What follows belongs to an exercise in optimizing a design on an open flow for a short achievable clock period and few clock cycles; a production flow would make more cautious choices.
In this exercise RTL edits were held to simulation tests only and were not proved equivalent to the original.
Power and IR drop assume default switching activity.

--- config.mk ---
export PLATFORM = sky130hd
export DESIGN_NAME = RV32Core
export DESIGN_NICKNAME = RV32Core
export VERILOG_FILES = /design/flow/design.v
export SDC_FILE = /design/flow/constraint.sdc
export NUM_CORES = 8
export LEC_CHECK = 0
export CAP_MARGIN = 20
export CORE_MARGIN = 2
export CORE_UTILIZATION = 45
export PLACE_DENSITY = 0.6
export SLEW_MARGIN = 20
--- constraint.sdc ---
create_clock -name core_clock -period 10.0 [get_ports {CPU_CLK}]
set_input_delay 2.0000 -clock core_clock [delete_from_list [all_inputs] [get_ports {CPU_CLK}]]
set_output_delay 2.0000 -clock core_clock [all_outputs]
set_load 0.01 [all_outputs]
--- design.v ---
`timescale 1ns / 1ps
`timescale 1ns / 1ps
 `timescale 1ns / 1ps
module ALU(input wire [31:0] Operand1,
           input wire [31:0] Operand2,
           input wire [3:0] AluContrl,
           output reg [31:0] AluOut);
always@(*)
begin
    case (AluContrl)
        4'd0:   AluOut = Operand1 << Operand2[4:0];
        4'd1:   AluOut = Operand1 >> Operand2[4:0];
        4'd2:   AluOut = $signed(Operand1) >>> Operand2[4:0];
        4'd3:   AluOut = Operand1 + Operand2;
        4'd4:   AluOut = Operand1 - Operand2;
        4'd5:   AluOut = Operand1 ^ Operand2;
        4'd6:    AluOut = Operand1 | Operand2;
        4'd7:   AluOut = Operand1 & Operand2;
        4'd8:   AluOut = $signed(Operand1) < $signed(Operand2) ? 32'b1 : 32'b0;
        4'd9:  AluOut = Operand1 < Operand2 ? 32'b1 : 32'b0;
        4'd10:   AluOut = Operand2;
        default:AluOut = 32'b0;
    endcase
end
endmodule
`timescale 1ns / 1ps
 `timescale 1ns / 1ps
module BranchDecisionMaking(
    input wire [2:0] BranchTypeE,
    input wire [31:0] Operand1,Operand2,
    output reg BranchE
    );
always@(*) begin
    case (BranchTypeE)
        3'd0: BranchE <= 1'b0;
        3'd1: BranchE <= ($signed(Operand1) == $signed(Operand2));
        3'd2: BranchE <= ($signed(Operand1) != $signed(Operand2));
        3'd3: BranchE <= ($signed(Operand1) < $signed(Operand2));
        3'd4: BranchE <= (Operand1 < Operand2);
        3'd5: BranchE <= ($signed(Operand1) >= $signed(Operand2));
        3'd6: BranchE <= (Operand1 >= Operand2);
        default: BranchE <= 0;
    endcase
end
endmodule
`timescale 1ns / 1ps
 `timescale 1ns / 1ps
module ControlUnit(
    input wire [6:0] Op,
    input wire [2:0] Fn3,
    input wire [6:0] Fn7,
    output wire JalD,
    output wire JalrD,
    output reg [2:0] RegWriteD,
    output wire MemToRegD,
    output reg [3:0] MemWriteD,
    output wire LoadNpcD,
    output reg [1:0] RegReadD,
    output reg [2:0] BranchTypeD,
    output reg [3:0] AluContrlD,
    output wire [1:0] AluSrc2D,
    output wire AluSrc1D,
    output reg [2:0] ImmType        
    );
assign JalD = (Op == 7'b1101111);
assign JalrD = (Op == 7'b1100111);
assign LoadNpcD = (Op == 7'b1101111 || Op == 7'b1100111);
assign AluSrc1D = (Op == 7'b0010111);    
assign AluSrc2D = (Op == 7'b0010011) && ((Fn3 == 3'b001) || (Fn3 == 3'b101)) ? 2'b01 : ( (Op == 7'b0110011 || Op == 7'b1100011 ) ? 2'b00 : 2'b10 );
assign MemToRegD= (Op == 7'b0000011);
always@(*) begin
    case (Op)
        7'b0110111:begin
            RegWriteD <= 3'd3;
            MemWriteD <= 4'b0000;
            RegReadD <= 2'b00;
            BranchTypeD <= 3'd0;
            AluContrlD <= 4'd10;
            ImmType <= 3'd4;
        end
        7'b0010111: begin
            RegWriteD <= 3'd3;
            MemWriteD <= 4'b0000;
            RegReadD <= 2'b00;
            BranchTypeD <= 3'd0;
            AluContrlD <= 4'd3;
            ImmType <= 3'd4;
        end
        7'b0010011: begin
            case (Fn3)
                3'b000: begin
                    RegWriteD <= 3'd3;
                    MemWriteD <= 4'b0000;
                    RegReadD <= 2'b10;    
                    BranchTypeD <= 3'd0;
                    AluContrlD <= 4'd3;
                    ImmType <= 3'd1;
                end
                3'b010: begin
                    RegWriteD <= 3'd3;
                    MemWriteD <= 4'b0000;
                    RegReadD <= 2'b10;    
                    BranchTypeD <= 3'd0;
                    AluContrlD <= 4'd8;
                    ImmType <= 3'd1;
                end
                3'b011: begin
                    RegWriteD <= 3'd3;
                    MemWriteD <= 4'b0000;
                    RegReadD <= 2'b10;    
                    BranchTypeD <= 3'd0;
                    AluContrlD <= 4'd9;
                    ImmType <= 3'd1;
                end
                3'b100: begin
                    RegWriteD <= 3'd3;
                    MemWriteD <= 4'b0000;
                    RegReadD <= 2'b10;    
                    BranchTypeD <= 3'd0;
                    AluContrlD <= 4'd5;
                    ImmType <= 3'd1;
                end
                3'b110: begin
                    RegWriteD <= 3'd3;
                    MemWriteD <= 4'b0000;
                    RegReadD <= 2'b10;    
                    BranchTypeD <= 3'd0;
                    AluContrlD <= 4'd6;
                    ImmType <= 3'd1;
                end
                3'b111: begin
                    RegWriteD <= 3'd3;
                    MemWriteD <= 4'b0000;
                    RegReadD <= 2'b10;    
                    BranchTypeD <= 3'd0;
                    AluContrlD <= 4'd7;
                    ImmType <= 3'd1;
                end
                3'b001: begin
                    RegWriteD <= 3'd3;
                    MemWriteD <= 4'b0000;
                    RegReadD <= 2'b10;    
                    BranchTypeD <= 3'd0;
                    AluContrlD <= 4'd0;
                    ImmType <= 3'd1;
                end
                3'b101: begin
                    case (Fn7)
                        7'b0000000: begin
                            RegWriteD <= 3'd3;
                            MemWriteD <= 4'b0000;
                            RegReadD <= 2'b10;    
                            BranchTypeD <= 3'd0;
                            AluContrlD <= 4'd1;
                            ImmType <= 3'd1;
                        end
                        7'b0100000: begin
                            RegWriteD <= 3'd3;
                            MemWriteD <= 4'b0000;
                            RegReadD <= 2'b10;    
                            BranchTypeD <= 3'd0;
                            AluContrlD <= 4'd2;
                            ImmType <= 3'd1;    
                        end 
                        default: begin
                            RegWriteD <= 3'b0;
                            MemWriteD <= 4'b0000;
                            RegReadD <= 2'b00;
                            BranchTypeD <= 3'd0;
                            AluContrlD <= 4'b0000;
                            ImmType <= 3'b000;
                        end 
                    endcase
                end     
                default: begin
                    RegWriteD <= 3'b0;
                    MemWriteD <= 4'b0000;
                    RegReadD <= 2'b00;
                    BranchTypeD <= 3'd0;
                    AluContrlD <= 4'b0000;
                    ImmType <= 3'b000;
                end 
            endcase
        end
        7'b0110011: begin
            case (Fn3)
                3'b000: begin
                    case (Fn7)
                        7'b0000000: begin
                            RegWriteD <= 3'd3;     
                            MemWriteD <= 4'b0000;
                            RegReadD <= 2'b11;    
                            BranchTypeD <= 3'd0;
                            AluContrlD <= 4'd3;
                            ImmType <= 3'd0;
                        end 
                        7'b0100000: begin
                            RegWriteD <= 3'd3;
                            MemWriteD <= 4'b0000;
                            RegReadD <= 2'b11;    
                            BranchTypeD <= 3'd0;
                            AluContrlD <= 4'd4;
                            ImmType <= 3'd0;
                        end
                        default: begin
                            RegWriteD <= 3'b0;
                            MemWriteD <= 4'b0000;
                            RegReadD <= 2'b00;
                            BranchTypeD <= 3'd0;
                            AluContrlD <= 4'b0000;
                            ImmType <= 3'b000;
                        end
                    endcase
                end
                3'b001: begin
                    RegWriteD <= 3'd3; 
                    MemWriteD <= 4'b0000;
                    RegReadD <= 2'b11;    
                    BranchTypeD <= 3'd0;
                    AluContrlD <= 4'd0;
                    ImmType <= 3'd0;
                end
                3'b010: begin
                    RegWriteD <= 3'd3;
                    MemWriteD <= 4'b0000;
                    RegReadD <= 2'b11;    
                    BranchTypeD <= 3'd0;
                    AluContrlD <= 4'd8;
                    ImmType <= 3'd0;
                end
                3'b011: begin
                    RegWriteD <= 3'd3;
                    MemWriteD <= 4'b0000;
                    RegReadD <= 2'b11;    
                    BranchTypeD <= 3'd0;
                    AluContrlD <= 4'd9;
                    ImmType <= 3'd0;
                end
                3'b100: begin
                    RegWriteD <= 3'd3;
                    MemWriteD <= 4'b0000;
                    RegReadD <= 2'b11;    
                    BranchTypeD <= 3'd0;
                    AluContrlD <= 4'd5;
                    ImmType <= 3'd0;
                end
                3'b101: begin
                    case (Fn7)
                        7'b0000000: begin
                            RegWriteD <= 3'd3;
                            MemWriteD <= 4'b0000;
                            RegReadD <= 2'b11;    
                            BranchTypeD <= 3'd0;
                            AluContrlD <= 4'd1;
                            ImmType <= 3'd0;
                        end 
                        7'b0100000: begin
                            RegWriteD <= 3'd3;
                            MemWriteD <= 4'b0000;
                            RegReadD <= 2'b11;    
                            BranchTypeD <= 3'd0;
                            AluContrlD <= 4'd2;
                            ImmType <= 3'd0;
                        end
                        default: begin
                            RegWriteD <= 3'b0;
                            MemWriteD <= 4'b0000;
                            RegReadD <= 2'b00;
                            BranchTypeD <= 3'd0;
                            AluContrlD <= 4'b0000;
                            ImmType <= 3'b000;
                        end
                    endcase
                end
                3'b110: begin
                    RegWriteD <= 3'd3;
                    MemWriteD <= 4'b0000;
                    RegReadD <= 2'b11;    
                    BranchTypeD <= 3'd0;
                    AluContrlD <= 4'd6;
                    ImmType <= 3'd0;
                end
                3'b111: begin
                    RegWriteD <= 3'd3;
                    MemWriteD <= 4'b0000;
                    RegReadD <= 2'b11;    
                    BranchTypeD <= 3'd0;
                    AluContrlD <= 4'd7;
                    ImmType <= 3'd0;
                end
                default: begin
                    RegWriteD <= 3'b0;
                    MemWriteD <= 4'b0000;
                    RegReadD <= 2'b00;
                    BranchTypeD <= 3'd0;
                    AluContrlD <= 4'b0000;
                    ImmType <= 3'b000;
                end
            endcase
        end
        7'b1101111: begin
            RegWriteD <= 3'd3;
            MemWriteD <= 4'b0000;
            RegReadD <= 2'b00;    
            BranchTypeD <= 3'd0;
            AluContrlD <= 4'd3;
            ImmType <= 3'd5;
        end
        7'b1100111: begin
            RegWriteD <= 3'd3;
            MemWriteD <= 4'b0000;
            RegReadD <= 2'b10;    
            BranchTypeD <= 3'd0;
            AluContrlD <= 4'd3;
            ImmType <= 3'd1;
        end 
        7'b1100011: begin
            case (Fn3)
                3'b000: begin
                    RegWriteD <= 3'b0;
                    MemWriteD <= 4'b0000;
                    RegReadD <= 2'b11;    
                    BranchTypeD <= 3'd1;
                    AluContrlD <= 4'd3;
                    ImmType <= 3'd3;
                end
                3'b001: begin
                    RegWriteD <= 3'b0;
                    MemWriteD <= 4'b0000;
                    RegReadD <= 2'b11;    
                    BranchTypeD <= 3'd2;
                    AluContrlD <= 4'd3;
                    ImmType <= 3'd3;
                end 
                3'b100: begin
                    RegWriteD <= 3'b0;
                    MemWriteD <= 4'b0000;
                    RegReadD <= 2'b11;    
                    BranchTypeD <= 3'd3;
                    AluContrlD <= 4'd3;
                    ImmType <= 3'd3;
                end
                3'b101: begin
                    RegWriteD <= 3'b0;
                    MemWriteD <= 4'b0000;
                    RegReadD <= 2'b11;    
                    BranchTypeD <= 3'd5;
                    AluContrlD <= 4'd3;
                    ImmType <= 3'd3;
                end
                3'b110: begin
                    RegWriteD <= 3'b0;
                    MemWriteD <= 4'b0000;
                    RegReadD <= 2'b11;    
                    BranchTypeD <= 3'd4;
                    AluContrlD <= 4'd3;
                    ImmType <= 3'd3;
                end
                3'b111: begin
                    RegWriteD <= 3'b0;
                    MemWriteD <= 4'b0000;
                    RegReadD <= 2'b11;    
                    BranchTypeD <= 3'd6;
                    AluContrlD <= 4'd3;
                    ImmType <= 3'd3;
                end
                default: begin
                    RegWriteD <= 3'b0;
                    MemWriteD <= 4'b0000;
                    RegReadD <= 2'b00;
                    BranchTypeD <= 3'd0;
                    AluContrlD <= 4'b0000;
                    ImmType <= 3'b000;
                end
            endcase
        end
        7'b0000011:begin
            case (Fn3)
                3'b000:begin
                    RegWriteD <= 3'd1;
                    MemWriteD <= 4'b0000;
                    RegReadD <= 2'b10;    
                    BranchTypeD <= 3'd0;
                    AluContrlD <= 4'd3;
                    ImmType <= 3'd1;
                end
                3'b001: begin
                    RegWriteD <= 3'd2;
                    MemWriteD <= 4'b0000;
                    RegReadD <= 2'b10;    
                    BranchTypeD <= 3'd0;
                    AluContrlD <= 4'd3;
                    ImmType <= 3'd1;
                end
                3'b010: begin
                    RegWriteD <= 3'd3;
                    MemWriteD <= 4'b0000;
                    RegReadD <= 2'b10;    
                    BranchTypeD <= 3'd0;
                    AluContrlD <= 4'd3;
                    ImmType <= 3'd1;
                end
                3'b100: begin
                    RegWriteD <= 3'd4;
                    MemWriteD <= 4'b0000;
                    RegReadD <= 2'b10;    
                    BranchTypeD <= 3'd0;
                    AluContrlD <= 4'd3;
                    ImmType <= 3'd1;
                end
                3'b101: begin
                    RegWriteD <= 3'd5;
                    MemWriteD <= 4'b0000;
                    RegReadD <= 2'b10;    
                    BranchTypeD <= 3'd0;
                    AluContrlD <= 4'd3;
                    ImmType <= 3'd1;
                end 
                default: begin
                    RegWriteD <= 3'b0;
                    MemWriteD <= 4'b0000;
                    RegReadD <= 2'b00;
                    BranchTypeD <= 3'd0;
                    AluContrlD <= 4'b0000;
                    ImmType <= 3'b000;
                end 
            endcase
        end
        7'b0100011: begin
            case (Fn3)
                3'b000: begin
                    RegWriteD <= 3'b0;
                    MemWriteD <= 4'b0001;
                    RegReadD <= 2'b11;    
                    BranchTypeD <= 3'd0;
                    AluContrlD <= 4'd3;
                    ImmType <= 3'd2;
                end
                3'b001: begin
                    RegWriteD <= 3'b0;
                    MemWriteD <= 4'b0011;
                    RegReadD <= 2'b11;    
                    BranchTypeD <= 3'd0;
                    AluContrlD <= 4'd3;
                    ImmType <= 3'd2;
                end
                3'b010: begin
                    RegWriteD <= 3'b0;
                    MemWriteD <= 4'b1111;
                    RegReadD <= 2'b11;    
                    BranchTypeD <= 3'd0;
                    AluContrlD <= 4'd3;
                    ImmType <= 3'd2;
                end 
                default: begin
                    RegWriteD <= 3'b0;
                    MemWriteD <= 4'b0000;
                    RegReadD <= 2'b00;
                    BranchTypeD <= 3'd0;
                    AluContrlD <= 4'b0000;
                    ImmType <= 3'b000;
                end
            endcase
        end
        default: begin
            RegWriteD <= 3'b0;
            MemWriteD <= 4'b0000;
            RegReadD <= 2'b00;
            BranchTypeD <= 3'd0;
            AluContrlD <= 4'b0000;
            ImmType <= 3'b000;
        end
    endcase
end
endmodule
`timescale 1ns / 1ps
 `timescale 1ns / 1ps
module DataExt(
    input wire [31:0] IN,
    input wire [1:0] LoadedBytesSelect,
    input wire [2:0] RegWriteW,
    output reg [31:0] OUT
    );
    always@(*) begin
        case (RegWriteW)
            3'd1: begin
                case (LoadedBytesSelect)
                    2'b00: OUT <= {{25{IN[7]}}, IN[6:0]};
                    2'b01: OUT <= {{25{IN[15]}}, IN[14:8]};
                    2'b10: OUT <= {{25{IN[23]}}, IN[22:16]};
                    2'b11: OUT <= {{25{IN[31]}}, IN[30:24]};  
                    default: OUT <= 32'b0;
                endcase
            end
            3'd2: begin
                case (LoadedBytesSelect)
                    2'b00: OUT <= {{17{IN[15]}}, IN[14:0]};
                    2'b10: OUT <= {{17{IN[31]}}, IN[30:16]};  
                    default: OUT <= 32'b0;
                endcase
            end
            3'd3: begin
                case (LoadedBytesSelect)
                    2'b00: OUT <= IN;  
                    default: OUT <= 32'b0;
                endcase  
            end
            3'd4: begin
                case (LoadedBytesSelect)
                    2'b00: OUT <= {{24'b0}, IN[7:0]};
                    2'b01: OUT <= {{24'b0}, IN[15:8]};
                    2'b10: OUT <= {{24'b0}, IN[23:16]};
                    2'b11: OUT <= {{24'b0}, IN[31:24]};  
                    default: OUT <= 32'b0;
                endcase
            end
            3'd5: begin
                case (LoadedBytesSelect)
                    2'b00: OUT <= {{16'b0}, IN[15:0]};
                    2'b10: OUT <= {{16'b0}, IN[31:16]};  
                    default: OUT <= 32'b0;
                endcase
            end 
            default: OUT <= 32'b0;
        endcase
    end   
endmodule
`timescale 1ns / 1ps
module EXSegReg(
    input wire clk,
    input wire en,
    input wire clear,
    input wire [31:0] PCD,
    output reg [31:0] PCE, 
    input wire [31:0] JalNPC,
    output reg [31:0] BrNPC, 
    input wire [31:0] ImmD,
    output reg [31:0] ImmE,
    input wire [4:0] RdD,
    output reg [4:0] RdE,
    input wire [4:0] Rs1D,
    output reg [4:0] Rs1E,
    input wire [4:0] Rs2D,
    output reg [4:0] Rs2E,
    input wire [31:0] RegOut1D,
    output reg [31:0] RegOut1E,
    input wire [31:0] RegOut2D,
    output reg [31:0] RegOut2E,
    input wire JalrD,
    output reg JalrE,
    input wire [2:0] RegWriteD,
    output reg [2:0] RegWriteE,
    input wire MemToRegD,
    output reg MemToRegE,
    input wire [3:0] MemWriteD,
    output reg [3:0] MemWriteE,
    input wire LoadNpcD,
    output reg LoadNpcE,
    input wire [1:0] RegReadD,
    output reg [1:0] RegReadE, 
    input wire [2:0] BranchTypeD,
    output reg [2:0] BranchTypeE,
    input wire [3:0] AluContrlD,
    output reg [3:0] AluContrlE,
    input wire AluSrc1D,
    output reg AluSrc1E,
    input wire [1:0] AluSrc2D,
    output reg [1:0] AluSrc2E
    );
    always@(posedge clk) begin
        if(en)
            if(clear)
                begin
                PCE<=32'b0; 
                BrNPC<=32'b0; 
                ImmE<=32'b0;
                RdE<=32'b0;
                Rs1E<=5'b0;
                Rs2E<=5'b0;
                RegOut1E<=32'b0;
                RegOut2E<=32'b0;
                JalrE<=1'b0;
                RegWriteE<=1'b0;
                MemToRegE<=1'b0;
                MemWriteE<=1'b0;
                LoadNpcE<=1'b0;
                RegReadE<=2'b00;
                BranchTypeE <= 3'b0;
                AluContrlE<=5'b0;
                AluSrc1E<=1'b0; 
                AluSrc2E<=2'b0;     
            end else begin
                PCE<=PCD; 
                BrNPC<=JalNPC; 
                ImmE<=ImmD;
                RdE<=RdD;
                Rs1E<=Rs1D;
                Rs2E<=Rs2D;
                RegOut1E<=RegOut1D;
                RegOut2E<=RegOut2D;
                JalrE<=JalrD;
                RegWriteE<=RegWriteD;
                MemToRegE<=MemToRegD;
                MemWriteE<=MemWriteD;
                LoadNpcE<=LoadNpcD;
                RegReadE<=RegReadD;
                BranchTypeE <= BranchTypeD;
                AluContrlE<=AluContrlD;
                AluSrc1E<=AluSrc1D;
                AluSrc2E<=AluSrc2D;         
            end
        end
endmodule
`timescale 1ns / 1ps
module HarzardUnit(
    input wire CpuRst, ICacheMiss, DCacheMiss, 
    input wire BranchE, JalrE, JalD, 
    input wire [4:0] Rs1D, Rs2D, Rs1E, Rs2E, RdE, RdM, RdW,
    input wire [1:0] RegReadE,
    input wire [2:0] RegWriteM, RegWriteW,
    input wire MemToRegE,
    output reg StallF, FlushF, StallD, FlushD, StallE, FlushE, StallM, FlushM, StallW, FlushW,
    output reg [1:0] Forward1E, Forward2E
    );
    always@(*) begin
        if((Rs1D == RdE || Rs2D == RdE) && MemToRegE == 1'b1) begin
            StallF <= 1'b1;
            StallD <= 1'b1;
            StallE <= 1'b0;
            StallM <= 1'b0;
            StallW <= 1'b0;
        end
        else begin
            StallF <= 1'b0;
            StallD <= 1'b0;
            StallE <= 1'b0;
            StallM <= 1'b0;
            StallW <= 1'b0;
        end
    end
    always@(*)begin
        if(CpuRst == 1'b1) begin
            FlushF <= 1'b1;
            FlushD <= 1'b1;
            FlushE <= 1'b1;
            FlushM <= 1'b1;
            FlushW <= 1'b1;
        end
        else if (BranchE || JalrE) begin
            FlushF <= 1'b0;
            FlushD <= 1'b1;
            FlushE <= 1'b1;
            FlushM <= 1'b0;
            FlushW <= 1'b0;
        end
        else if (JalD) begin
            FlushF <= 1'b0;
            FlushD <= 1'b1;
            FlushE <= 1'b0;
            FlushM <= 1'b0;
            FlushW <= 1'b0;
        end
        else if((Rs1D == RdE || Rs2D == RdE) && MemToRegE == 1'b1) begin
            FlushF <= 1'b0;
            FlushD <= 1'b0;
            FlushE <= 1'b1;
            FlushM <= 1'b0;
            FlushW <= 1'b0;
        end
        else begin
            FlushF <= 1'b0;
            FlushD <= 1'b0;
            FlushE <= 1'b0;
            FlushM <= 1'b0;
            FlushW <= 1'b0;
        end
    end
    always@(*) begin
        if(RegReadE[1]==1'b1 && Rs1E == RdM && RegWriteM != 3'b0 && Rs1E != 5'b0) 
            Forward1E <= 2'b10;
        else if(RegReadE[1]==1'b1 && Rs1E == RdW && RegWriteW != 3'b0 && Rs1E != 5'b0) 
            Forward1E <= 2'b01;
        else 
            Forward1E <= 2'b00;
        if(RegReadE[0]==1 && Rs2E == RdM && RegWriteM != 3'b0 && Rs2E != 5'b0) 
            Forward2E <= 2'b10;
        else if(RegReadE[0]==1 && Rs2E == RdW && RegWriteW != 3'b0 && Rs2E != 5'b0) 
            Forward2E <= 2'b01;
        else 
            Forward2E <= 2'b00;
    end    
endmodule
`timescale 1ns / 1ps
module IDSegReg(
    input wire clk,
    input wire clear,
    input wire en,
    input wire [31:0] RD_raw,
    output wire [31:0] RD,
    input wire [31:0] PCF,
    output reg [31:0] PCD 
    );
    always@(posedge clk)
        if(en)
            PCD <= clear ? 0: PCF;
    reg stall_ff;
    reg clear_ff;
    reg [31:0] RD_old;
    always @ (posedge clk)
    begin
        stall_ff<=~en;
        clear_ff<=clear;
        RD_old<=RD_raw;
    end    
    assign RD = stall_ff ? RD_old : (clear_ff ? 32'b0 : RD_raw );
endmodule
`timescale 1ns / 1ps
module IFSegReg(
    input wire clk,
    input wire en, clear,
    input wire [31:0] PC_In,
    output reg [31:0] PCF
    );
    always@(posedge clk)
        if(en) begin
            if(clear)
                PCF <= 0;
            else 
                PCF <= PC_In;
        end
endmodule
`timescale 1ns / 1ps
 `timescale 1ns / 1ps
module ImmOperandUnit(
    input wire [31:7] In,
    input wire [2:0] Type,
    output reg [31:0] Out
    );
    always@(*)
    begin
        case(Type)
            3'd1: Out <= {{21{In[31]}}, In[30:20]};
            3'd0: Out <= 32'b0;
            3'd2: Out <= { {21{In[31]}}, In[30:25], In[11:7] };
            3'd3: Out <= { {20{In[31]}}, In[7], In[30:25], In[11:8], 1'b0 };
            3'd4: Out <= { In[31:12], 12'b0 };
            3'd5: Out <= { {12{In[31]}}, In[19:12], In[20], In[30:21], 1'b0 };
            default:Out<=32'h00000000;
        endcase
    end
endmodule
`timescale 1ns / 1ps
module MEMSegReg(
    input wire clk,
    input wire en,
    input wire clear,
    input wire [31:0] AluOutE,
    output reg [31:0] AluOutM, 
    input wire [31:0] ForwardData2,
    output reg [31:0] StoreDataM, 
    input wire [4:0] RdE,
    output reg [4:0] RdM,
    input wire [31:0] PCE,
    output reg [31:0] PCM,
    input wire [2:0] RegWriteE,
    output reg [2:0] RegWriteM,
    input wire MemToRegE,
    output reg MemToRegM,
    input wire [3:0] MemWriteE,
    output reg [3:0] MemWriteM,
    input wire LoadNpcE,
    output reg LoadNpcM
    );
    always@(posedge clk)
        if(en) begin
            AluOutM    <= clear ?     0 : AluOutE;
            StoreDataM <= clear ?     0 : ForwardData2;
            RdM        <= clear ?  5'h0 : RdE;
            PCM        <= clear ?     0 : PCE;
            RegWriteM  <= clear ?  3'h0 : RegWriteE;
            MemToRegM  <= clear ?  1'b0 : MemToRegE;
            MemWriteM  <= clear ?  4'b0 : MemWriteE;
            LoadNpcM   <= clear ?     0 : LoadNpcE;
        end
endmodule
`timescale 1ns / 1ps
module NPC_Generator(input wire [31:0] PCF,
                     JalrTarget,
                     BranchTarget,
                     JalTarget,
                     input wire BranchE,
                     JalD,
                     JalrE,
                     output reg [31:0] PC_In);
always@(*)
begin
    if (BranchE == 1) begin
        PC_In <= BranchTarget;
    end
    else if (JalrE == 1) begin
        PC_In <= JalrTarget;
    end
    else if (JalD == 1) begin
        PC_In <= JalTarget;
    end
    else begin
        PC_In <= PCF + 4;
    end
end
endmodule
`timescale 1ns / 1ps
module RegisterFile(
    input wire clk,
    input wire rst,
    input wire WE3,
    input wire [4:0] A1,
    input wire [4:0] A2,
    input wire [4:0] A3,
    input wire [31:0] WD3,
    output wire [31:0] RD1,
    output wire [31:0] RD2
    );
    reg [31:0] RegFile[31:1];
    integer i;
    always@(negedge clk or posedge rst) 
    begin 
        if(rst)                                 for(i=1;i<32;i=i+1) RegFile[i][31:0]<=32'b0;
        else if( (WE3==1'b1) && (A3!=5'b0) )    RegFile[A3]<=WD3;   
    end
    assign RD1= (A1==5'b0)?32'b0:RegFile[A1];
    assign RD2= (A2==5'b0)?32'b0:RegFile[A2];
endmodule
`timescale 1ns / 1ps
module WBSegReg(
    input wire clk,
    input wire en,
    input wire clear,
    input wire [31:0] A,
    input wire [31:0] WD,
    input wire [3:0] WE,
    output wire [31:0] RD,
    output reg [1:0] LoadedBytesSelect,
    output wire [3:0] WE3,
    output wire [31:0] WD3,
    input wire [31:0] RD_raw,
    input wire [31:0] ResultM,
    output reg [31:0] ResultW, 
    input wire [4:0] RdM,
    output reg [4:0] RdW,
    input wire [2:0] RegWriteM,
    output reg [2:0] RegWriteW,
    input wire MemToRegM,
    output reg MemToRegW
    );
    always@(posedge clk)
        if(en) begin
            LoadedBytesSelect <= clear ? 2'b00 : A[1:0];
            RegWriteW         <= clear ?  1'b0 : RegWriteM;
            MemToRegW         <= clear ?  1'b0 : MemToRegM;
            ResultW           <= clear ?     0 : ResultM;
            RdW               <= clear ?  5'b0 : RdM;
        end
    assign WE3 = WE == 4'b1111 ? WE : WE << A[1:0];
    assign WD3 = WE == 4'b1111 ? WD : WD << (8*A[1:0]);
    reg stall_ff;
    reg clear_ff;
    reg [31:0] RD_old;
    always @ (posedge clk)
    begin
        stall_ff<=~en;
        clear_ff<=clear;
        RD_old<=RD_raw;
    end    
    assign RD = stall_ff ? RD_old : (clear_ff ? 32'b0 : RD_raw );
endmodule
`timescale 1ns / 1ps
module RV32Core(
    input wire CPU_CLK,
    input wire CPU_RST,
    output wire [31:0] IMEM_A,
    input wire [31:0] IMEM_RD,
    output wire [31:0] DMEM_A,
    output wire [31:0] DMEM_WD,
    output wire [3:0] DMEM_WE,
    input wire [31:0] DMEM_RD
    );
    wire StallF, FlushF, StallD, FlushD, StallE, FlushE, StallM, FlushM, StallW, FlushW;
    wire [31:0] PC_In;
    wire [31:0] PCF;
    wire [31:0] Instr, PCD;
    wire JalD, JalrD, LoadNpcD, MemToRegD, AluSrc1D;
    wire [2:0] RegWriteD;
    wire [3:0] MemWriteD;
    wire [1:0] RegReadD;
    wire [2:0] BranchTypeD;
    wire [3:0] AluContrlD;
    wire [1:0] AluSrc2D;
    wire [2:0] RegWriteW;
    wire [4:0] RdW;
    wire [31:0] RegWriteData;
    wire [31:0] DM_RD_Ext;
    wire [2:0] ImmType;
    wire [31:0] ImmD;
    wire [31:0] JalNPC;
    wire [31:0] BrNPC; 
    wire [31:0] ImmE;
    wire [6:0] OpCodeD, Funct7D;
    wire [2:0] Funct3D;
    wire [4:0] Rs1D, Rs2D, RdD;
    wire [4:0] Rs1E, Rs2E, RdE;
    wire [31:0] RegOut1D;
    wire [31:0] RegOut1E;
    wire [31:0] RegOut2D;
    wire [31:0] RegOut2E;
    wire JalrE;
    wire [2:0] RegWriteE;
    wire MemToRegE;
    wire [3:0] MemWriteE;
    wire LoadNpcE;
    wire [1:0] RegReadE;
    wire [2:0] BranchTypeE;
    wire [3:0] AluContrlE;
    wire AluSrc1E;
    wire [1:0] AluSrc2E;
    wire [31:0] Operand1;
    wire [31:0] Operand2;
    wire BranchE;
    wire [31:0] AluOutE;
    wire [31:0] AluOutM; 
    wire [31:0] ForwardData1;
    wire [31:0] ForwardData2;
    wire [31:0] PCE;
    wire [31:0] StoreDataM; 
    wire [4:0] RdM;
    wire [31:0] PCM;
    wire [2:0] RegWriteM;
    wire MemToRegM;
    wire [3:0] MemWriteM;
    wire LoadNpcM;
    wire [31:0] DM_RD;
    wire [31:0] ResultM;
    wire [31:0] ResultW;
    wire MemToRegW;
    wire [1:0] Forward1E;
    wire [1:0] Forward2E;
    wire [1:0] LoadedBytesSelect;
    assign {Funct7D, Rs2D, Rs1D, Funct3D, RdD, OpCodeD} = Instr;
    assign JalNPC=ImmD+PCD;
    assign ForwardData1 = Forward1E[1]?(AluOutM):( Forward1E[0]?RegWriteData:RegOut1E );
    assign Operand1 = AluSrc1E?PCE:ForwardData1;
    assign ForwardData2 = Forward2E[1]?(AluOutM):( Forward2E[0]?RegWriteData:RegOut2E );
    assign Operand2 = AluSrc2E[1]?(ImmE):( AluSrc2E[0]?Rs2E:ForwardData2 );
    assign ResultM = LoadNpcM ? (PCM+4) : AluOutM;
    assign RegWriteData = ~MemToRegW?ResultW:DM_RD_Ext;
    assign IMEM_A = PCF;
    assign DMEM_A = AluOutM;
    NPC_Generator NPC_Generator1(
        .PCF(PCF),
        .JalrTarget(AluOutE), 
        .BranchTarget(BrNPC), 
        .JalTarget(JalNPC),
        .BranchE(BranchE),
        .JalD(JalD),
        .JalrE(JalrE),
        .PC_In(PC_In)
    );
    IFSegReg IFSegReg1(
        .clk(CPU_CLK),
        .en(~StallF),
        .clear(FlushF), 
        .PC_In(PC_In),
        .PCF(PCF)
    );
    IDSegReg IDSegReg1(
        .clk(CPU_CLK),
        .clear(FlushD),
        .en(~StallD),
        .RD_raw(IMEM_RD),
        .RD(Instr),
        .PCF(PCF),
        .PCD(PCD) 
    );
    ControlUnit ControlUnit1(
        .Op(OpCodeD),
        .Fn3(Funct3D),
        .Fn7(Funct7D),
        .JalD(JalD),
        .JalrD(JalrD),
        .RegWriteD(RegWriteD),
        .MemToRegD(MemToRegD),
        .MemWriteD(MemWriteD),
        .LoadNpcD(LoadNpcD),
        .RegReadD(RegReadD),
        .BranchTypeD(BranchTypeD),
        .AluContrlD(AluContrlD),
        .AluSrc1D(AluSrc1D),
        .AluSrc2D(AluSrc2D),
        .ImmType(ImmType)
    );
    ImmOperandUnit ImmOperandUnit1(
        .In(Instr[31:7]),
        .Type(ImmType),
        .Out(ImmD)
    );
    RegisterFile RegisterFile1(
        .clk(CPU_CLK),
        .rst(CPU_RST),
        .WE3(|RegWriteW),
        .A1(Rs1D),
        .A2(Rs2D),
        .A3(RdW),
        .WD3(RegWriteData),
        .RD1(RegOut1D),
        .RD2(RegOut2D)
    );
    EXSegReg EXSegReg1(
        .clk(CPU_CLK),
        .en(~StallE),
        .clear(FlushE),
        .PCD(PCD),
        .PCE(PCE), 
        .JalNPC(JalNPC),
        .BrNPC(BrNPC), 
        .ImmD(ImmD),
        .ImmE(ImmE),
        .RdD(RdD),
        .RdE(RdE),
        .Rs1D(Rs1D),
        .Rs1E(Rs1E),
        .Rs2D(Rs2D),
        .Rs2E(Rs2E),
        .RegOut1D(RegOut1D),
        .RegOut1E(RegOut1E),
        .RegOut2D(RegOut2D),
        .RegOut2E(RegOut2E),
        .JalrD(JalrD),
        .JalrE(JalrE),
        .RegWriteD(RegWriteD),
        .RegWriteE(RegWriteE),
        .MemToRegD(MemToRegD),
        .MemToRegE(MemToRegE),
        .MemWriteD(MemWriteD),
        .MemWriteE(MemWriteE),
        .LoadNpcD(LoadNpcD),
        .LoadNpcE(LoadNpcE),
        .RegReadD(RegReadD),
        .RegReadE(RegReadE),
        .BranchTypeD(BranchTypeD),
        .BranchTypeE(BranchTypeE),
        .AluContrlD(AluContrlD),
        .AluContrlE(AluContrlE),
        .AluSrc1D(AluSrc1D),
        .AluSrc1E(AluSrc1E),
        .AluSrc2D(AluSrc2D),
        .AluSrc2E(AluSrc2E)
    	); 
    ALU ALU1(
        .Operand1(Operand1),
        .Operand2(Operand2),
        .AluContrl(AluContrlE),
        .AluOut(AluOutE)
    	);
    BranchDecisionMaking BranchDecisionMaking1(
        .BranchTypeE(BranchTypeE),
        .Operand1(Operand1),
        .Operand2(Operand2),
        .BranchE(BranchE)
        );
    MEMSegReg MEMSegReg1(
        .clk(CPU_CLK),
        .en(~StallM),
        .clear(FlushM),
        .AluOutE(AluOutE),
        .AluOutM(AluOutM), 
        .ForwardData2(ForwardData2),
        .StoreDataM(StoreDataM), 
        .RdE(RdE),
        .RdM(RdM),
        .PCE(PCE),
        .PCM(PCM),
        .RegWriteE(RegWriteE),
        .RegWriteM(RegWriteM),
        .MemToRegE(MemToRegE),
        .MemToRegM(MemToRegM),
        .MemWriteE(MemWriteE),
        .MemWriteM(MemWriteM),
        .LoadNpcE(LoadNpcE),
        .LoadNpcM(LoadNpcM)
    );
    WBSegReg WBSegReg1(
        .clk(CPU_CLK),
        .en(~StallW),
        .clear(FlushW),
        .A(AluOutM),
        .WD(StoreDataM),
        .WE(MemWriteM),
        .RD(DM_RD),
        .LoadedBytesSelect(LoadedBytesSelect),
        .WE3(DMEM_WE),
        .WD3(DMEM_WD),
        .RD_raw(DMEM_RD),
        .ResultM(ResultM),
        .ResultW(ResultW), 
        .RdM(RdM),
        .RdW(RdW),
        .RegWriteM(RegWriteM),
        .RegWriteW(RegWriteW),
        .MemToRegM(MemToRegM),
        .MemToRegW(MemToRegW)
    );
    DataExt DataExt1(
        .IN(DM_RD),
        .LoadedBytesSelect(LoadedBytesSelect),
        .RegWriteW(RegWriteW),
        .OUT(DM_RD_Ext)
    );
    HarzardUnit HarzardUnit1(
        .CpuRst(CPU_RST),
        .BranchE(BranchE),
        .JalrE(JalrE),
        .JalD(JalD),
        .Rs1D(Rs1D),
        .Rs2D(Rs2D),
        .Rs1E(Rs1E),
        .Rs2E(Rs2E),
        .RegReadE(RegReadE),
        .MemToRegE(MemToRegE),
        .RdE(RdE),
        .RdM(RdM),
        .RegWriteM(RegWriteM),
        .RdW(RdW),
        .RegWriteW(RegWriteW),
        .ICacheMiss(1'b0),
        .DCacheMiss(1'b0),
        .StallF(StallF),
        .FlushF(FlushF),
        .StallD(StallD),
        .FlushD(FlushD),
        .StallE(StallE),
        .FlushE(FlushE),
        .StallM(StallM),
        .FlushM(FlushM),
        .StallW(StallW),
        .FlushW(FlushW),
        .Forward1E(Forward1E),
        .Forward2E(Forward2E)
    	);    
endmodule
--- run.sh ---
#!/bin/bash
# synth_recipe.tcl (not shown) runs the flow's synth.tcl, then flattens the netlist and writes it again
# the make line also repeats each setting of config.mk as NAME=value (left out here)
make -C /OpenROAD-flow-scripts/flow DESIGN_CONFIG=/design/flow/config.mk WORK_HOME=/design/flow/orfs CLKGATE_MAP_FILE= SYNTH_SCRIPT=/design/flow/synth_recipe.tcl finish
==> results.txt <==
- Setup Skew: 0.118 ns
- Largest stage delay on the critical path: 0.62 ns
- Final setup fails: 0
- Total gr overflow: 0
- Vias in the first global route: 75,757
- Area growth syn-to-layout: 16.4%
- EDFF count, synth: 64
- # nets final: 9,157
- Asr flop ratio synth: 68.9%
- Storage element area: 0.0344 sq mm
- Post-synthesis net count: 9,088
- Routability Congestion: 1.09
- H-tree level count: 4
- Clk pin slew, worst setup/hold paths: 0.06 ns
- Die area: 0.174 sq mm
- Yosys reg bits: 1,439
- Synth Warn #: 14
- Post-Syn Area: 0.0767 sq mm
- Dpl cells: 11,015
- CTS tree: built
- Antenna Nets Post-Route: 0
- Crit path buf inv count: 2
- Critical Path AT: 4.56 ns
- First-iteration detailed-routing DRC count: 15,993
- Buffers added on ports: 165
- Sequential share of the synthesized area: 44.9%
- Clock buffer depth: 3
- Number of max-cap violations: 0
- Global Route Usage Sum: 50.4%
- Pre-antenna DRT Iters: 11
- Critical path endpoint category: flip-flop
- TritonCTS Buffers: 157
- Setup bufs post-CTS: 0
- Top FF cell, synth: dfrtn_1
- Fin cells: 11,367
- Max VDD drop: 0.208 mV
- Slowest-stage cell, CP: mux4_2
- PwrDens: 171 mW/mm^2
- Clock Latency Late Sink: 0.85 ns
- Chip width: 417 microns
- Initial Util: 45.3%
- Min Tclk post-route: 9.02 ns
- Mapped Avg Cell Area: 8.63 sq um
- Drt wl/cell: 39.6 microns
- Hold Vio Cnt, Final: 0
- Post-CTS Resized: 0
- Share of cells above drive strength 1: 11.5%
- Worst Path Max Fanout: 31
- Global-route wire length before repair: 615,000 microns
- Critical setup path kind: in2reg
- CP delay by family, top: buffers and inverters
- Leakage power: 36.3 nW
- Critical Path Start Type: input pin
- Fillers: 15,845
- Fin. max-slew vios: 0
- Fin crit share: 90.2%
- Clock root cell: clkbuf_16
- Vias per inst: 7.30
- HP Class: reg2reg
- Sink Count: 1,439
- Distinct cells, synth: 120
- Mapped Cells: 8,889
- Multi-input gate area: 0.0396 sq mm
- IO Count: 166
- Die height: 417 microns
- Hold buffer count at cts: 0
- Achievable Freq: 0.112 GHz
- Status: finished clean
- Critical Path, Cell by Cell: clkdlybuf4s50_1 -> mux4_2 -> and4_1 -> a21oi_1 -> and2_1 -> buf_12 -> o21ai_0
- Relative slew slack: 8.37%
- Initial antenna violation count: 38
- Total number of vias: 83,017
- Critical Path RT: 5.54 ns
- # rows: 151
- Total negative slack: 0 ns
- Reg-to-reg setup timing slack: 1.18 ns
- Total power: 15.2 mW
- Largest net degree at the start of global routing: 94
- Actual slew at the worst max-slew pin: 1.37 ns
- WL final: 450,000 microns
- Core Area: 0.169 sq mm
- DRC violations left: 0
- RSZ-0062 raised after global routing: no
- DP HPWL: 296,000 microns
## synth_stat cells, types with 13 or more instances
cell,n,area share (%)
nor4_1,45,0.37
dfxtp_1,383,10
inv_1,127,0.62
o21ai_1,23,0.15
o221ai_1,23,0.26
nor2_1,722,3.5
buf_2,59,0.39
nand3_1,181,1.2
nand2_1,1064,5.2
and2_1,44,0.36
o21a_1,35,0.34
and3_1,119,0.97
nor2b_1,112,0.91
o31ai_1,22,0.22
a21o_1,53,0.52
xnor2_1,85,0.97
dfrtn_1,992,32
nand4_1,192,1.6
nand2b_1,33,0.27
buf_1,48,0.23
mux2_2,23,0.34
o2111ai_1,20,0.23
clkbuf_1,653,3.2
a31oi_1,70,0.57
a221oi_1,175,2.0
a211o_1,13,0.15
ha_1,130,2.1
xor2_1,51,0.58
o21ai_0,995,6.5
a21oi_1,686,4.5
or3_1,24,0.20
a31o_2,13,0.15
nor3_1,208,1.4
a22oi_1,628,6.1
o21bai_1,25,0.24
mux2i_1,45,0.59
a222oi_1,59,0.77
o221a_2,13,0.19
a211oi_1,89,0.87
o211ai_1,62,0.61
a22o_1,173,2.0
a311oi_1,16,0.18
o22ai_1,32,0.26
edfxtp_1,64,2.5
## cells by family (layout without fill, tap and decap cells)
logic type               Yosys count  after routing  share of synthesized area, %
multiplexers                      75             75                          1.10
buffers and inverters            912           1112                          4.68
XOR/XNOR                         137            137                          1.59
flip-flops                      1439           1439                          44.9
adder cells (fa/ha/maj)          133            133                          2.20
AO/OA/AOI/OAI                   3377           3377                          28.8
AND/OR/NAND/NOR                 2816           2816                          16.7
other                              0             60                             0
## cell type report
| class | instances | area share (%) |
|---|---|---|
| clock buffers | 218 | 5.02 |
| repair buffers | 687 | 7.14 |
| inverters | 135 | 0.572 |
| multi-input cells | 6538 | 44.4 |
| diodes | 60 | 0.168 |
| well taps | 2218 | 3.11 |
| flip-flops and latches | 1439 | 38.6 |
| clock inverters | 72 | 1.05 |
## through the flow
step,instance area [sq um],setup WS [ns],util [%],hold WS (ns)
3_5_place_dp,83600,0.309,49.4,0.423
5_1_grt,89100,0.934,52.6,0.443
4_1_cts,89000,1.09,52.6,0.435
6_report,89200,0.984,52.7,0.434
3_3_place_gp,83400,0.357,49.3,0.427
2_1_floorplan,76700,-0.235,-,0.414
## power by group
group	leakage, nW	total (mW)	switching (mW)	internal, mW
clock network	2.65	6.25	2.66	3.59
logic	21.0	2.87	1.96	0.915
registers	12.6	6.11	0.156	5.96
## registers in the layout, indices dropped and copies added (netlist names), 32 cells and up
| name | count |
|---|---|
| IFSegReg1.PCF | 32 |
| EXSegReg1.BrNPC | 32 |
| MEMSegReg1.PCM | 32 |
| IDSegReg1.RD_old | 32 |
| MEMSegReg1.AluOutM | 32 |
| WBSegReg1.ResultW | 32 |
| EXSegReg1.PCE | 32 |
| EXSegReg1.ImmE | 32 |
| EXSegReg1.RegOut2E | 32 |
| RegisterFile1.RegFile | 992 |
| EXSegReg1.RegOut1E | 32 |
| IDSegReg1.PCD | 32 |
| MEMSegReg1.StoreDataM | 32 |
## per-layer routing
metal	vias up	routed length, microns	track usage (%)
li1	33077	-	-
met1	40012	167000	65.0
met2	7672	172000	66.2
met3	2218	73000	25.0
met4	38	37500	31.7
met5	-	513	1.39
## path summary, 6_finish.rpt
path	from	to	depth (start not counted)
min reg2reg	EXSegReg1.RegWriteE[1]	MEMSegReg1.RegWriteM[1]	1
min in group asynchronous	CPU_RST	RegisterFile1.RegFile[21][14]	3
max	DMEM_RD[23]	RegisterFile1.RegFile[10][12]	7
max reg2reg	WBSegReg1.RegWriteW[2]	RegisterFile1.RegFile[28][9]	8
max in group asynchronous	CPU_RST	RegisterFile1.RegFile[15][10]	4
min	EXSegReg1.RegWriteE[1]	MEMSegReg1.RegWriteM[1]	1
## layout by cell type (no fill, tap or decap), types with 32 or more instances in the layout
master	n
clkbuf_16	159
nand2b_1	33
nor4_1	43
nand2_1	1052
o211ai_1	62
nand4_1	192
xnor2_1	85
and2_1	46
dfxtp_1	378
and3_1	119
nand3_1	175
inv_1	126
o22ai_1	32
buf_4	461
a21o_1	53
o21ai_0	990
clkdlybuf4s50_1	164
nor2b_1	111
xor2_1	51
a222oi_1	59
a31oi_1	69
diode_2	60
a22o_1	171
o21a_1	35
ha_1	130
dfrtn_1	992
nor2_1	641
buf_12	58
mux2i_1	45
a211oi_1	85
edfxtp_1	64
nor2_4	72
a22oi_1	628
nor3_1	200
a21oi_1	685
a221oi_1	173
Testbench counts, summed over its fixed seeds: cycles 239,067.
